From an optimization exercise on the open Yosys and OpenROAD flow, aimed at small area and a short achievable clock period; shortcuts taken in it are not production practice.
Function was checked by simulation only, so behaviour that the tests miss may differ from the original.
Power figures rest on the tool's default switching activity, not on a simulated workload.

## flow/design.v (module list and top-level ports; edited modules follow where they fit)
// module reflex_core: 1595 lines
// module rc_fa: 4 lines
// module rc_ha: 4 lines
// module rc_pp: 3 lines
module reflex_core (
    input wire clk,
    input wire rst_n,
    input wire signed [15:0] z_pos,
    input wire signed [15:0] z_vel,
    input wire signed [15:0] kp_gain,
    input wire signed [15:0] kd_gain,
    input wire signed [15:0] vel_threshold,
    output wire signed [15:0] u_out,
    output reg guardian_active
);
  // ...
==> flow/run.sh <==
#!/bin/bash
# synth_recipe.tcl (not shown) runs the flow's synth.tcl, then flattens the netlist and writes it again
# the make line also repeats each setting of config.mk as NAME=value (left out here)
make -C /OpenROAD-flow-scripts/flow DESIGN_CONFIG=/design/flow/config.mk WORK_HOME=/design/flow/orfs CLKGATE_MAP_FILE= SYNTH_SCRIPT=/design/flow/synth_recipe.tcl finish
==> flow/config.mk <==
export PLATFORM = sky130hd
export DESIGN_NAME = reflex_core
export DESIGN_NICKNAME = reflex_core
export VERILOG_FILES = /design/flow/design.v
export SDC_FILE = /design/flow/constraint.sdc
export NUM_CORES = 4
export LEC_CHECK = 0
export CAP_MARGIN = 20
export CORE_MARGIN = 2
export CORE_UTILIZATION = 40
export SETUP_SLACK_MARGIN = 3.5
export SLEW_MARGIN = 20
export SYNTH_HIERARCHICAL = 1
==> flow/constraint.sdc <==
create_clock -name core_clock -period 8.0 [get_ports {clk}]
set_input_delay 1.6000 -clock core_clock [delete_from_list [all_inputs] [get_ports {clk}]]
set_output_delay 1.6000 -clock core_clock [all_outputs]
set_load 0.01 [all_outputs]
==> flow_metrics.env, run 1 <==
export IMPL_comb_power_share_pct=71.8
export IMPL_cts_clk_slew_worst_paths_ps=70
export IMPL_final_seq_area_mm2=0.003010
export IMPL_static_leakage_power_nw=6.942
export IMPL_dieArea_mm2=0.04059
export IMPL_vdd_drop_max_uv=272.3
export IMPL_most_common_layout_cells="280 x xnor2_1, 266 x o22ai_1, 232 x fa_1, 112 x dfxtp_1, 106 x ha_1"
export IMPL_n_clock_buffer=19
export IMPL_reg_largest_list="cs x63, zv x17, zp x16"
export IMPL_placement_rows=72
export IMPL_cp_top_family="simple AND/OR/NAND/NOR gates"
export IMPL_commonest_cells_in_the_synthesized_netlist="282 x xnor2_1, 267 x o22ai_1, 232 x fa_1"
export IMPL_power_frac_seq_pct=18.5
export IMPL_drt_pre_antenna_iters=5
export IMPL_nonClockBufferCount=125
export IMPL_clock_power_w=0.000773
export IMPL_net_count_after_synthesis=1940
export IMPL_drtAntennaViolNets=0
export IMPL_outcome="no timing/DRC/antenna violations"
export IMPL_setup_viol_count_final=0
export IMPL_grt_met2_usage_pct=34.61
export IMPL_setup_tns_final_ps=0
export IMPL_sequential_cell_total=147
export IMPL_grt_busiest_layer="met2"
export IMPL_number_of_synthesized_register_bits=147
export IMPL_cts_root_buffer="clkbuf_16"
export IMPL_final_design_area_no_fill_mm2=0.01792
export IMPL_nWellTaps=518
export IMPL_final_util_pct=46.48
export IMPL_num_vias=12000
export IMPL_timing_rr_start="bp_ngn[3]$_DFF_P_"
export IMPL_drc=0
export IMPL_area_share_sequential_pct=16.80
export IMPL_startpoint_to_endpoint_class_of_the_critical_path="register to output pin"
export IMPL_crit_reg2reg_capture="cs[30]$_DFF_P_"
==> run 2: changes to the inputs <==
--- a/flow/config.mk
+++ b/flow/config.mk
@@ -8,6 +8,8 @@
 export CAP_MARGIN = 20
 export CORE_MARGIN = 2
 export CORE_UTILIZATION = 40
+export CTS_CLUSTER_DIAMETER = 100
+export CTS_CLUSTER_SIZE = 50
 export SETUP_SLACK_MARGIN = 3.5
 export SLEW_MARGIN = 20
 export SYNTH_HIERARCHICAL = 1
==> run 2 against run 1 <==
Clock power is essentially flat. Combinational power is essentially flat. Core utilization is the same. Sequential share of layout area is the same. Global-route usage is the same. Power is the same. Clock skew is the same. Maximum frequency is the same. Worst setup slack is the same. Critical endpoint unchanged. Largest cell class unchanged.
==> flow_metrics.env, run 2 <==
export IMPL_outcome="no timing/DRC/antenna violations"
export IMPL_insertion_delay_ps=440
export IMPL_area_occupied_by_multi_input_gates_mm2=0.01224
export IMPL_worst_slew_pin_slew_ps=688.4
export IMPL_setup_worst_path_start_class="register"
export IMPL_net_count_after_synthesis=1940
export IMPL_placement_rows=72
export IMPL_setup_worst_path_start="cs[56]$_DFF_P_"
export IMPL_grt_use_total_pct=21.74
export IMPL_synth_most_common_cell="xnor2_1"
export IMPL_largest_reg_by_ff_count="cs"
export IMPL_synth_compound_area_share_pct=15.92
export IMPL_cts_htree_levels=4
export IMPL_grt_antenna_before_repair=0
export IMPL_synthFlopType="dfxtp_1"
export IMPL_post_synth_instance_area_mm2=0.01560
export IMPL_cts_buffers_inserted=17
export IMPL_drt_pre_antenna_iters=5
export IMPL_nFillCells=3656
export IMPL_synth_cell_types=61
export IMPL_gpl_final_weighted_congestion=0.9576
export IMPL_vias_per_cell=5.657
export IMPL_netlist_instances=1518
export IMPL_reg2regPathDepth=9
export IMPL_drive_gt1_share_pct=9.420
export IMPL_share_of_async_settable_or_async_resettable_flops_after_synthesis_pct=2.041
export IMPL_crit_reg2reg_capture="cs[30]$_DFF_P_"
export IMPL_tritoncts_clock_tree="built"
export IMPL_area_growth_synth_to_final_pct=14.90
export IMPL_report_power_total_w=0.007977
export IMPL_grt_start_max_net_pins=20
export IMPL_startpoint_to_endpoint_class_of_the_critical_path="register to output pin"
export IMPL_critPathSlowestCell="or4_4"
export IMPL_wirelength_um=43130
export IMPL_dieArea_mm2=0.04059
export IMPL_synth_enable_flop_cells=0
export IMPL_post_dp_hpwl_um=36410
export IMPL_hold_worst_slack_ps=351.2
export IMPL_design_portCount=99
export IMPL_timing_slew_headroom_pct=54.05
export IMPL_setup_tns_final_ps=0
export IMPL_synth_top_family_by_area="adder cells"
export IMPL_timing_max_cap_violations=0
export IMPL_static_leakage_power_nw=6.942
export IMPL_cts_root_buffer="clkbuf_16"
export IMPL_critical_path_cell_chain="xnor2_2 -> nand2b_1 -> a221o_1 -> or4_4 -> a211oi_4 -> buf_4 -> a211oi_2 -> or3_4 -> a21oi_2 -> buf_2"
export IMPL_commonest_cells_in_the_synthesized_netlist="282 x xnor2_1, 267 x o22ai_1, 232 x fa_1"
export IMPL_most_common_layout_cells="280 x xnor2_1, 266 x o22ai_1, 232 x fa_1, 112 x dfxtp_1, 106 x ha_1"
export IMPL_power_density_mw_per_mm2=445.1
export IMPL_drv_slew=0
export IMPL_largest_reg_flops=63
export IMPL_grt_remaining_overflow=0
export IMPL_post_route_min_period_ps=4594
export IMPL_most_common_library_cell_in_the_layout_ignoring_fill_and_taps="xnor2_1"
export IMPL_vias_in_the_first_global_route=12330
export IMPL_synth_top_cell_area_share_pct=29.77
export IMPL_adder_cell_share_of_the_synthesized_area_pct=38.44
export IMPL_yosys_mux_area_fraction_pct=1.043
export IMPL_effective_utilization_at_floorplan_pct=40.46
export IMPL_reg2reg_setup_slack_ps=3630
export IMPL_cp_required_ps=6400
export IMPL_die_height_um=201.5
export IMPL_post_synth_xor_area_fraction_pct=16.28
export IMPL_clock_sinks=147
export IMPL_grt_first_pass_wirelength_um=68750
export IMPL_cts_clk_slew_worst_paths_ps=70
export IMPL_arrival_ps=2990
export IMPL_timing_final_crit_share_pct=57.43
export IMPL_num_vias=12000
export IMPL_ys_seq_area_share_pct=18.96
export IMPL_detailed_place_area_mm2=0.01702
export IMPL_setup_worst_path_end_class="output pin"
export IMPL_unrepaired_setup_endpoints_after_global_routing="true"
export IMPL_clock_tree_buffer_depth=2
export IMPL_max_stage_delay_ps=550
export IMPL_antennaDiodeCount=0
export IMPL_cts_hold_repair_buffers=0
export IMPL_timing_clock_skew_ps=12.56
export IMPL_min_delay_path_class="register to register"
export IMPL_port_buffer_count=98
export IMPL_final_design_area_no_fill_mm2=0.01792
export IMPL_final_net_count=2012
export IMPL_drtIter0Drc=862
export IMPL_final_seq_area_mm2=0.003010
export IMPL_setup_viol_count_final=0
export IMPL_ys_warnings_count=7
export IMPL_yosysTopAreaCell="fa_1"
export IMPL_synth_simple_gate_area_share_pct=5.318
export IMPL_ys_top_cells_by_area="fa_1 30%, dfxtp_1 18%, xnor2_1 16%"
export IMPL_placeableCoreArea_mm2=0.03856
export IMPL_post_synth_cell_area_avg_um2=10.28
export IMPL_path_max_fanout=6
export IMPL_timing_rr_start="bp_ngn[3]$_DFF_P_"
export IMPL_reg_largest_list="cs x63, zv x17, zp x16"
export IMPL_wire_per_inst_um=20.34
export IMPL_timing_fmax_mhz=217.7
export IMPL_vdd_drop_max_uv=272.3
export IMPL_die_width_um=201.5
export IMPL_drc=0
export IMPL_number_of_synthesized_register_bits=147
export IMPL_setup_crit_end="u_out[14]"
export IMPL_drtAntennaViolNets=0
export IMPL_hold_violations=0
run 2: cell counts after synthesis:
Identical to the previous run, type by type.
run 2: logic make-up (layout without fill, tap and decap cells):
logic type               count (synthesis)  in the layout
AO/OA/AOI/OAI                          393            393
adder cells (fa/ha/maj)                340            340
XOR/XNOR                               290            290
AND/OR/NAND/NOR                        167            167
buffers and inverters                  164            249
flip-flops                             147            147
multiplexers                            16             16
other                                    1              1
run 2: worst min path at each step:
stage / endpoint / slack (ps) / start / cells after the start
after floorplan: vld_b$_DFF_PN0_ / 330 / vld_a$_DFF_PN0_ / 0
after global placement: vld_b$_DFF_PN0_ / 340 / vld_a$_DFF_PN0_ / 0
after global routing: vld_b$_DFF_PN0_ / 360 / vld_a$_DFF_PN0_ / 0
final: vld_b$_DFF_PN0_ / 350 / vld_a$_DFF_PN0_ / 0
after detailed placement: vld_b$_DFF_PN0_ / 340 / vld_a$_DFF_PN0_ / 0
after CTS: vld_b$_DFF_PN0_ / 350 / vld_a$_DFF_PN0_ / 0
run 2: modules after synthesis (local to each module, per instance):
module / flops+latches / times used
rc_ha: 0 / 16
reflex_core: 147 / 1
rc_fa: 0 / 232
rc_pp: 0 / 264
run 2: timing repair:
item                                    in CTS  in global routing
setup buffers                               11                  7
gates resized for setup                    114                 41
pin swaps                                   19                 17
endpoints found under the setup margin      28                 33
cloned                                       0                  0
run 2: critical path: cells and delay by family (launching register included):
family | cells | cell delay (ps)
AOI/OAI and AO/OA | 4 | 700
and+or+nand+nor | 3 | 1040
buffers and inverters | 2 | 280
DFF | 1 | 360
xor gates and xnor gates | 1 | 170
run 2: through the flow:
stage	worst slack, ps	instances	utilization, %
2_1_floorplan	3579	1518	-
3_3_place_gp	3114	2071	44.13
6_report	3406	2121	46.48
3_5_place_dp	3078	2071	44.13
4_1_cts	3396	2114	45.99
5_1_grt	3290	2121	46.48
run 2: per-layer routing:
metal / wire length, um / track usage, % / share of wire [%]
met5: 0 / 0 / 0
met4: 889 / 6.092 / 2.1
met3: 3443 / 4.082 / 8.0
met2: 19280 / 34.61 / 45
met1: 19520 / 30.29 / 45
run 2: layout make-up:
| type | count | share of cell area [%] |
|---|---|---|
| Timing Repair Buffer | 125 | 6.213 |
| Inverter | 92 | 1.927 |
| Multi-Input combinational cell | 1207 | 68.32 |
| Sequential cell | 147 | 16.80 |
| Tap cell | 518 | 3.616 |
| Clock inverter | 13 | 0.6562 |
| Clock buffer | 19 | 2.471 |
run 2: report_power, final:
part	switching, W	internal [W]	total [W]	leakage (nW)
logic	0.00301	0.00272	0.00573	5.43
registers	0.000367	0.00111	0.00148	1.25
clock network	0.000357	0.000416	0.000773	0.267
total	0.00373	0.00424	0.00798	6.94
==> run 3: changes to the inputs <==
--- a/flow/config.mk
+++ b/flow/config.mk
@@ -7,9 +7,7 @@
 export LEC_CHECK = 0
 export CAP_MARGIN = 20
 export CORE_MARGIN = 2
-export CORE_UTILIZATION = 40
-export CTS_CLUSTER_DIAMETER = 100
-export CTS_CLUSTER_SIZE = 50
+export CORE_UTILIZATION = 60
 export SETUP_SLACK_MARGIN = 3.5
 export SLEW_MARGIN = 20
 export SYNTH_HIERARCHICAL = 1
==> run 3 against run 2 <==
Critical endpoint is now u_out[3]. Worst hold slack got worse by 2.8 ps. Synthesized cell count unchanged. Core utilization increased by 22 points. Largest power group unchanged.
==> flow_metrics.env, run 3 <==
export IMPL_insertion_delay_ps=450
export IMPL_die_height_um=165.2
export IMPL_clock_tree_buffer_depth=2
export IMPL_die_width_um=165.2
export IMPL_routed_wl_met2_um=20010
export IMPL_critPathBufInv=3
export IMPL_timing_fmax_mhz=214.2
export IMPL_cts_clk_slew_worst_paths_ps=60
export IMPL_cp_required_ps=6400
export IMPL_hold_violations=0
export IMPL_final_net_count=2010
export IMPL_setup_tns_final_ps=0
export IMPL_ys_warnings_count=7
export IMPL_routedLengthMet1_um=18560
export IMPL_synth_enable_flop_cells=0
export IMPL_timing_max_cap_violations=0
export IMPL_wirelength_um=45350
export IMPL_setup_viol_count_final=0
export IMPL_ys_seq_area_share_pct=18.96
export IMPL_drt_pre_antenna_iters=7
export IMPL_commonest_cells_in_the_synthesized_netlist="282 x xnor2_1, 267 x o22ai_1, 232 x fa_1"
export IMPL_startpoint_to_endpoint_class_of_the_critical_path="register to output pin"
export IMPL_grt_start_max_net_pins=20
export IMPL_final_design_area_no_fill_mm2=0.01769
export IMPL_synth_simple_gate_area_share_pct=5.318
export IMPL_placeableCoreArea_mm2=0.02576
export IMPL_critical_path_cell_chain="nor3b_2 -> o21ai_1 -> a221o_1 -> or4_4 -> a211oi_4 -> buf_4 -> nor2_4 -> nor4_4 -> buf_4 -> and3_1 -> buf_2"
export IMPL_placement_rows=59
export IMPL_yosysTopAreaCell="fa_1"
export IMPL_post_synth_xor_area_fraction_pct=16.28
export IMPL_power_density_mw_per_mm2=461.5
export IMPL_unrepaired_setup_endpoints_after_global_routing="true"
export IMPL_cts_root_buffer="clkbuf_16"
export IMPL_grt_remaining_overflow=0
export IMPL_setup_worst_path_start="cs[36]$_DFF_P_"
export IMPL_post_synth_instance_area_mm2=0.01560
export IMPL_arrival_ps=3070
export IMPL_synth_top_cell_area_share_pct=29.77
export IMPL_max_stage_delay_ps=560
export IMPL_synth_compound_area_share_pct=15.92
export IMPL_timing_rr_start="zv[15]$_DFF_P_"
export IMPL_tritoncts_clock_tree="built"
export IMPL_drive_gt1_share_pct=8.994
export IMPL_reg_largest_list="cs x63, zv x17, zp x16"
export IMPL_post_dp_hpwl_um=35490
export IMPL_drtAntennaViolNets=0
export IMPL_netlist_instances=1518
export IMPL_ys_top_cells_by_area="fa_1 30%, dfxtp_1 18%, xnor2_1 16%"
export IMPL_path_max_fanout=5
export IMPL_most_common_library_cell_in_the_layout_ignoring_fill_and_taps="xnor2_1"
export IMPL_synth_cell_types=61
export IMPL_area_growth_synth_to_final_pct=13.41
export IMPL_clock_sinks=147
export IMPL_effective_utilization_at_floorplan_pct=60.55
export IMPL_most_common_layout_cells="281 x xnor2_1, 267 x o22ai_1, 232 x fa_1, 109 x dfxtp_1, 106 x ha_1"
export IMPL_net_count_after_synthesis=1940
export IMPL_critPathMostFrequentCell="buf_4"
export IMPL_synth_top_family_by_area="adder cells"
export IMPL_drc=0
export IMPL_timing_clock_skew_ps=19.13
export IMPL_num_vias=12440
export IMPL_yosys_mux_area_fraction_pct=1.043
export IMPL_cp_top_family="simple AND/OR/NAND/NOR gates"
export IMPL_worst_slew_pin_slew_ps=894.7
export IMPL_cts_hold_repair_buffers=0
export IMPL_adder_cell_share_of_the_synthesized_area_pct=38.44
export IMPL_vias_per_cell=6.421
export IMPL_setup_worst_path_end_class="output pin"
export IMPL_min_delay_path_class="register to register"
export IMPL_largest_reg_by_ff_count="cs"
export IMPL_cts_buffers_inserted=17
export IMPL_detailed_place_area_mm2=0.01679
export IMPL_grt_antenna_before_repair=0
export IMPL_critPathSlowestCell="or4_4"
export IMPL_vdd_drop_max_uv=300.8
export IMPL_drv_slew=0
export IMPL_synthFlopType="dfxtp_1"
export IMPL_outcome="no timing/DRC/antenna violations"
export IMPL_synth_most_common_cell="xnor2_1"
export IMPL_port_buffer_count=98
export IMPL_share_of_async_settable_or_async_resettable_flops_after_synthesis_pct=2.041
export IMPL_post_synth_cell_area_avg_um2=10.28
export IMPL_gpl_final_weighted_congestion=0.9839
export IMPL_met3_length_um=5060
export IMPL_setup_worst_path_start_class="register"
export IMPL_hold_wc_startpoint="vld_a$_DFF_PN0_"
export IMPL_largest_reg_flops=63
export IMPL_static_leakage_power_nw=6.940
export IMPL_cts_htree_levels=4
export IMPL_hold_worst_slack_ps=348.4
export IMPL_design_portCount=99
export IMPL_timing_final_crit_share_pct=58.36
export IMPL_wire_per_inst_um=23.41
export IMPL_timing_slew_headroom_pct=40.27
export IMPL_number_of_synthesized_register_bits=147
export IMPL_vias_in_the_first_global_route=12540
export IMPL_drtIter0Drc=1327
export IMPL_grt_use_total_pct=34.22
export IMPL_dieArea_mm2=0.02730
export IMPL_post_route_min_period_ps=4669
export IMPL_grt_first_pass_wirelength_um=69300
export IMPL_maxUsedRoutingLayer="met5"
run 3: logic make-up (layout without fill, tap and decap cells):
logic type	Yosys count	after routing
multiplexers	16	16
AND/OR/NAND/NOR	167	167
XOR/XNOR	290	290
flip-flops	147	147
adder cells (fa/ha/maj)	340	340
buffers and inverters	164	247
AO/OA/AOI/OAI	393	393
other	1	2
run 3: worst paths after layout:
kind                                             end  slack (ps)  cells after the start
max                                         u_out[3]        3330                     11
min                                  vld_b$_DFF_PN0_         350                      0
max reg2reg                           cs[36]$_DFF_P_        3560                      9
min reg2reg                          vld_b$_DFF_PN0_         350                      0
max in group asynchronous  guardian_active$_DFF_PN0_        6350                      1
min in group asynchronous            vld_b$_DFF_PN0_        1420                      1
run 3: worst register-to-register path: cells and delay by family (launching register included):
family,cells,cell delay (ps)
DFF,1,770
adders and majority gates,7,3180
AOI/OAI and AO/OA,1,160
xor gates and xnor gates,1,230
run 3: report_power, final:
group          switching [W]  total (W)  internal, W  leakage, nW
clock network       0.000358   0.000863     0.000506        0.298
logic                0.00306    0.00579      0.00273         5.39
registers           0.000396    0.00151      0.00111         1.25
total                0.00382    0.00816      0.00435         6.94
run 3: layout make-up:
| cell class | instances | area (um2) |
|---|---|---|
| fill | 2047 | 8073 |
| clock inverter | 13 | 172.7 |
| timing repair buffer | 123 | 1089 |
| sequential | 147 | 3022 |
| tap | 335 | 419.2 |
| inverter | 92 | 345.3 |
| antenna | 1 | 2.502 |
| multi-input combinational | 1207 | 12200 |
| clock buffer | 19 | 442.9 |
run 3: routing by layer:
layer | vias up | GRT usage, %
met5 | - | 2.652
met4 | 2 | 12.57
met3 | 150 | 10.89
met2 | 722 | 53.20
met1 | 6035 | 44.82
li1 | 5529 | -
run 3: what timing repair did:
item                                    in CTS  in global routing
setup buffers                               14                  2
gates cloned                                 0                  0
endpoints found under the setup margin      36                 32
resized for setup                          108                 39
pin swaps                                   20                 13
run 3: modules after synthesis, one instance, submodules excluded:
module / flip-flops and latches / cells / times used
rc_pp: 0 / 1 / 264
rc_ha: 0 / 1 / 16
reflex_core: 147 / 1006 / 1
rc_fa: 0 / 1 / 232
run 3: per-stage QoR:
step / std cells / setup WS, ps / util, % / power, W
6_report: 1937 / 3331 / 68.67 / 0.008163
5_1_grt: 1936 / 3250 / 68.66 / 0.009122
3_3_place_gp: 1888 / 3111 / 65.15 / 0.006957
2_1_floorplan: 1518 / 3579 / - / 0.005162
3_5_place_dp: 1888 / 3081 / 65.15 / 0.007105
4_1_cts: 1934 / 3333 / 68.32 / 0.008111
==> run 4: changes to the inputs <==
==> flow/flow/run.sh (new file) <==
#!/bin/bash
set -o pipefail
export BUFFER_PORTS_ARGS="-buffer_cell sky130_fd_sc_hd__buf_1"
bash standard.sh > standard.log 2>&1
status=$?
tail -n 40 standard.log
exit $status
==> flow/standard.sh (new file) <==
#!/bin/bash
# synth_recipe.tcl (not shown) runs the flow's synth.tcl, then flattens the netlist and writes it again
# the make line also repeats each setting of config.mk as NAME=value (left out here)
make -C /OpenROAD-flow-scripts/flow DESIGN_CONFIG=/design/flow/config.mk WORK_HOME=/design/flow/orfs CLKGATE_MAP_FILE= SYNTH_SCRIPT=/design/flow/synth_recipe.tcl "${@:-finish}"
--- a/flow/config.mk
+++ b/flow/config.mk
@@ -7,7 +7,7 @@
 export LEC_CHECK = 0
 export CAP_MARGIN = 20
 export CORE_MARGIN = 2
-export CORE_UTILIZATION = 60
+export CORE_UTILIZATION = 40
 export SETUP_SLACK_MARGIN = 3.5
 export SLEW_MARGIN = 20
 export SYNTH_HIERARCHICAL = 1
removed: flow/run.sh
==> run 4 against run 3 <==
Flip-flop and latch count stayed put. Core utilization is 24 points lower. Critical path type unchanged. Design area is 1.8% lower. Critical endpoint is now u_out[12]. Power is 3.1% lower. Register-to-register slack hardly changed. Via count is 2.5% lower. Wire length is 1.3% higher. Combinational power is 3% lower.
==> flow_metrics.env, run 4 <==
export IMPL_outcome="no timing/DRC/antenna violations"
export IMPL_grt_use_total_pct=23.00
export IMPL_clock_tree_buffer_depth=2
export IMPL_drtIter0Drc=1024
export IMPL_static_leakage_power_nw=6.718
export IMPL_timing_clock_skew_ps=11.63
export IMPL_share_of_async_settable_or_async_resettable_flops_after_synthesis_pct=2.041
export IMPL_wirelength_um=45960
export IMPL_placeableCoreArea_mm2=0.03856
export IMPL_synthFlopType="dfxtp_1"
export IMPL_most_common_library_cell_in_the_layout_ignoring_fill_and_taps="xnor2_1"
export IMPL_largest_reg_flops=63
export IMPL_drt_pre_antenna_iters=7
export IMPL_net_count_after_synthesis=1940
export IMPL_hold_violations=0
export IMPL_post_dp_hpwl_um=38190
export IMPL_grt_antenna_before_repair=0
export IMPL_vdd_drop_max_uv=250.5
export IMPL_power_density_mw_per_mm2=455.6
export IMPL_clock_sinks=147
export IMPL_ys_warnings_count=7
export IMPL_min_delay_path_class="register to register"
export IMPL_grt_start_max_net_pins=20
export IMPL_post_synth_instance_area_mm2=0.01560
export IMPL_cts_root_buffer="clkbuf_16"
export IMPL_grt_remaining_overflow=0
export IMPL_placement_rows=72
export IMPL_reg2regPathDepth=9
export IMPL_crit_reg2reg_capture="cs[36]$_DFF_P_"
export IMPL_number_of_synthesized_register_bits=147
export IMPL_vias_in_the_first_global_route=12310
export IMPL_largest_reg_by_ff_count="cs"
export IMPL_antennaDiodeCount=0
export IMPL_ys_seq_area_share_pct=18.96
export IMPL_synth_top_cell_area_share_pct=29.77
export IMPL_timing_final_crit_share_pct=57.70
export IMPL_hold_path_end="vld_b$_DFF_PN0_"
export IMPL_reg_largest_list="cs x63, zv x17, zp x16"
export IMPL_timing_max_cap_violations=0
export IMPL_synth_cell_types=61
export IMPL_hold_path_cell_count=0
export IMPL_yosysTopAreaCell="fa_1"
export IMPL_port_buffer_count=98
export IMPL_final_util_pct=45.04
export IMPL_cts_htree_levels=4
export IMPL_setup_tns_final_ps=0
export IMPL_synth_most_common_cell="xnor2_1"
export IMPL_grt_first_pass_wirelength_um=71680
export IMPL_drv_slew=0
export IMPL_timing_slew_headroom_pct=39.30
export IMPL_unrepaired_setup_endpoints_after_global_routing="true"
export IMPL_hold_wc_startpoint="vld_a$_DFF_PN0_"
export IMPL_timing_rr_start="zp[14]$_DFF_P_"
export IMPL_drc=0
export IMPL_arrival_ps=3020
export IMPL_timing_fmax_mhz=216.7
export IMPL_die_width_um=201.5
export IMPL_path_max_fanout=6
export IMPL_finalWorstSetupSlack_ps=3384
export IMPL_place_ws_ps=3355
export IMPL_effective_utilization_at_floorplan_pct=40.46
export IMPL_reg2reg_setup_slack_ps=3570
export IMPL_dieArea_mm2=0.04059
export IMPL_cts_clk_slew_worst_paths_ps=70
export IMPL_setup_worst_path_start_class="register"
export IMPL_setup_worst_path_end_class="output pin"
export IMPL_cp_required_ps=6400
export IMPL_synth_enable_flop_cells=0
export IMPL_area_growth_synth_to_final_pct=11.32
export IMPL_num_vias=12120
export IMPL_wire_per_inst_um=21.70
export IMPL_drtAntennaViolNets=0
export IMPL_insertion_delay_ps=440
export IMPL_netlist_instances=1518
export IMPL_ys_top_cells_by_area="fa_1 30%, dfxtp_1 18%, xnor2_1 16%"
export IMPL_setup_viol_count_final=0
export IMPL_design_portCount=99
export IMPL_worst_slew_pin_slew_ps=910.5
export IMPL_post_route_min_period_ps=4616
export IMPL_final_net_count=2009
export IMPL_die_height_um=201.5
export IMPL_most_common_layout_cells="281 x xnor2_1, 267 x o22ai_1, 232 x fa_1, 113 x dfxtp_1, 107 x ha_1"
export IMPL_commonest_cells_in_the_synthesized_netlist="282 x xnor2_1, 267 x o22ai_1, 232 x fa_1"
export IMPL_cts_buffers_inserted=17
export IMPL_drive_gt1_share_pct=8.813
export IMPL_gpl_final_weighted_congestion=0.9724
export IMPL_vias_per_cell=5.723
export IMPL_startpoint_to_endpoint_class_of_the_critical_path="register to output pin"
export IMPL_tritoncts_clock_tree="built"
export IMPL_post_synth_cell_area_avg_um2=10.28
[run 4: changes by cell type in the layout (fill, tap and decap cells not counted), moves of 4 or more]
cell,delta
dfxtp_2,-4
dfxtp_1,+4
a21oi_2,+4
o21ai_2,+4
buf_1,+82
clkdlybuf4s50_1,-82
[run 4: layout make-up]
type	count	area, um2
clock buffer	17	425.4
clock inverter	15	165.2
fill	3727	21190
inverter	92	345.3
multi-input combinational	1207	12190
sequential	147	3017
tap	518	648.1
timing repair buffer	122	575.6
[run 4: cells by family (layout without fill, tap and decap cells)]
| family | after synthesis | count (layout) | synth area share (%) |
|---|---|---|---|
| XOR/XNOR | 290 | 290 | 16.28 |
| AO/OA/AOI/OAI | 393 | 393 | 15.92 |
| other | 1 | 1 | 0.02404 |
| flip-flops | 147 | 147 | 18.96 |
| AND/OR/NAND/NOR | 167 | 167 | 5.318 |
| adder cells (fa/ha/maj) | 340 | 340 | 38.44 |
| buffers and inverters | 164 | 246 | 4.011 |
| multiplexers | 16 | 16 | 1.043 |
[run 4: repair_timing]
action,4_1_cts,5_1_grt
hold endpoints to repair,0,0
pin swaps,21,13
cloned,0,0
setup buffers,11,5
setup endpoints to repair,33,23
gates resized for setup,72,25
hold buffers,0,0
[run 4: where the power goes]
| group | total, W | switching (W) | internal [W] |
|---|---|---|---|
| clock | 0.000819 | 0.000373 | 0.000446 |
| combinational | 0.00560 | 0.00296 | 0.00263 |
| sequential | 0.00149 | 0.000380 | 0.00111 |
| total | 0.00791 | 0.00372 | 0.00419 |
[run 4: layer usage]
layer | track usage (%) | share of wire (%)
met1 | 32.73 | 46
met2 | 36.06 | 44
met3 | 4.649 | 8.5
met4 | 5.383 | 1.6
met5 | 0 | 0
[run 4: through the flow]
stage / power, W / instance area (um2) / std cells / hold slack (ps)
2_1_floorplan: 0.005162 / 15610 / 1518 / 331.2
3_3_place_gp: 0.006740 / 16390 / 2069 / 340.5
6_report: 0.007911 / 17360 / 2118 / 356.9
4_1_cts: 0.007958 / 17250 / 2112 / 359.7
3_5_place_dp: 0.006976 / 16390 / 2069 / 343.5
5_1_grt: 0.008931 / 17360 / 2118 / 374.2
[run 4: worst max-delay path by stage]
stage | startpoint | end | slack, ps | depth (start not counted)
2_1_floorplan | bp_ngn[4]$_DFF_P_ | cs[32]$_DFF_P_ | 3580 | 11
3_3_place_gp | bp_ngn[2]$_DFF_P_ | cs[40]$_DFF_P_ | 3390 | 9
3_5_place_dp | bp_ngn[1]$_DFF_P_ | cs[36]$_DFF_P_ | 3360 | 9
4_1_cts | cs[40]$_DFF_P_ | u_out[15] | 3410 | 9
5_1_grt | cs[40]$_DFF_P_ | u_out[14] | 3270 | 9
6_report | cs[40]$_DFF_P_ | u_out[12] | 3380 | 9
[run 4: modules after synthesis (local to each module, per instance)]
module | times used | cells inside | flops+latches | area [um2]
rc_fa | 232 | 1 | 0 | 20.02
rc_ha | 16 | 1 | 0 | 12.51
rc_pp | 264 | 1 | 0 | 6.256
reflex_core | 1 | 1006 | 147 | 9102
[run 4: worst max-delay path, stage by stage, from the launching register on]
cell,delay (ps)
dfxtp_4,360
nor3_2,180
nand2_1,70
a221o_1,320
or4_4,560
a211oi_4,330
a211oi_2,120
or3_4,390
nor2_1,120
buf_2,130

## afterwards: timing with drivers on the ports
The flow's constraints put no driver on any port. The routed layouts listed below were extracted and timed again, unchanged, in two steps. Step 1, drivers: a clkbuf_16 drives clk and a buf_2 each remaining input, both assumed. Step 2 moves the port delays by t, midway between the first and last clock arrival at a register: inputs arrive t later, outputs are due t later. That takes back most of the time a late clock gives input paths. Slacks: ideal / step 1 / step 2; pairs: ideal / step 1.
| run | t, ns | setup WS [ns] | worst slew at a driven data input, ns |
|---|---|---|---|
| run 1 | 0.487 | 3.406 / 3.356 / 3.543 | 0.04 |
| run 2 | 0.487 | 3.406 / 3.356 / 3.543 | 0.04 |
| run 3 | 0.487 | 3.331 / 3.281 / 3.465 | 0.05 |
| run 4 | 0.484 | 3.384 / 3.333 / 3.565 | 0.04 |
After both steps setup and hold are still met in every run listed.
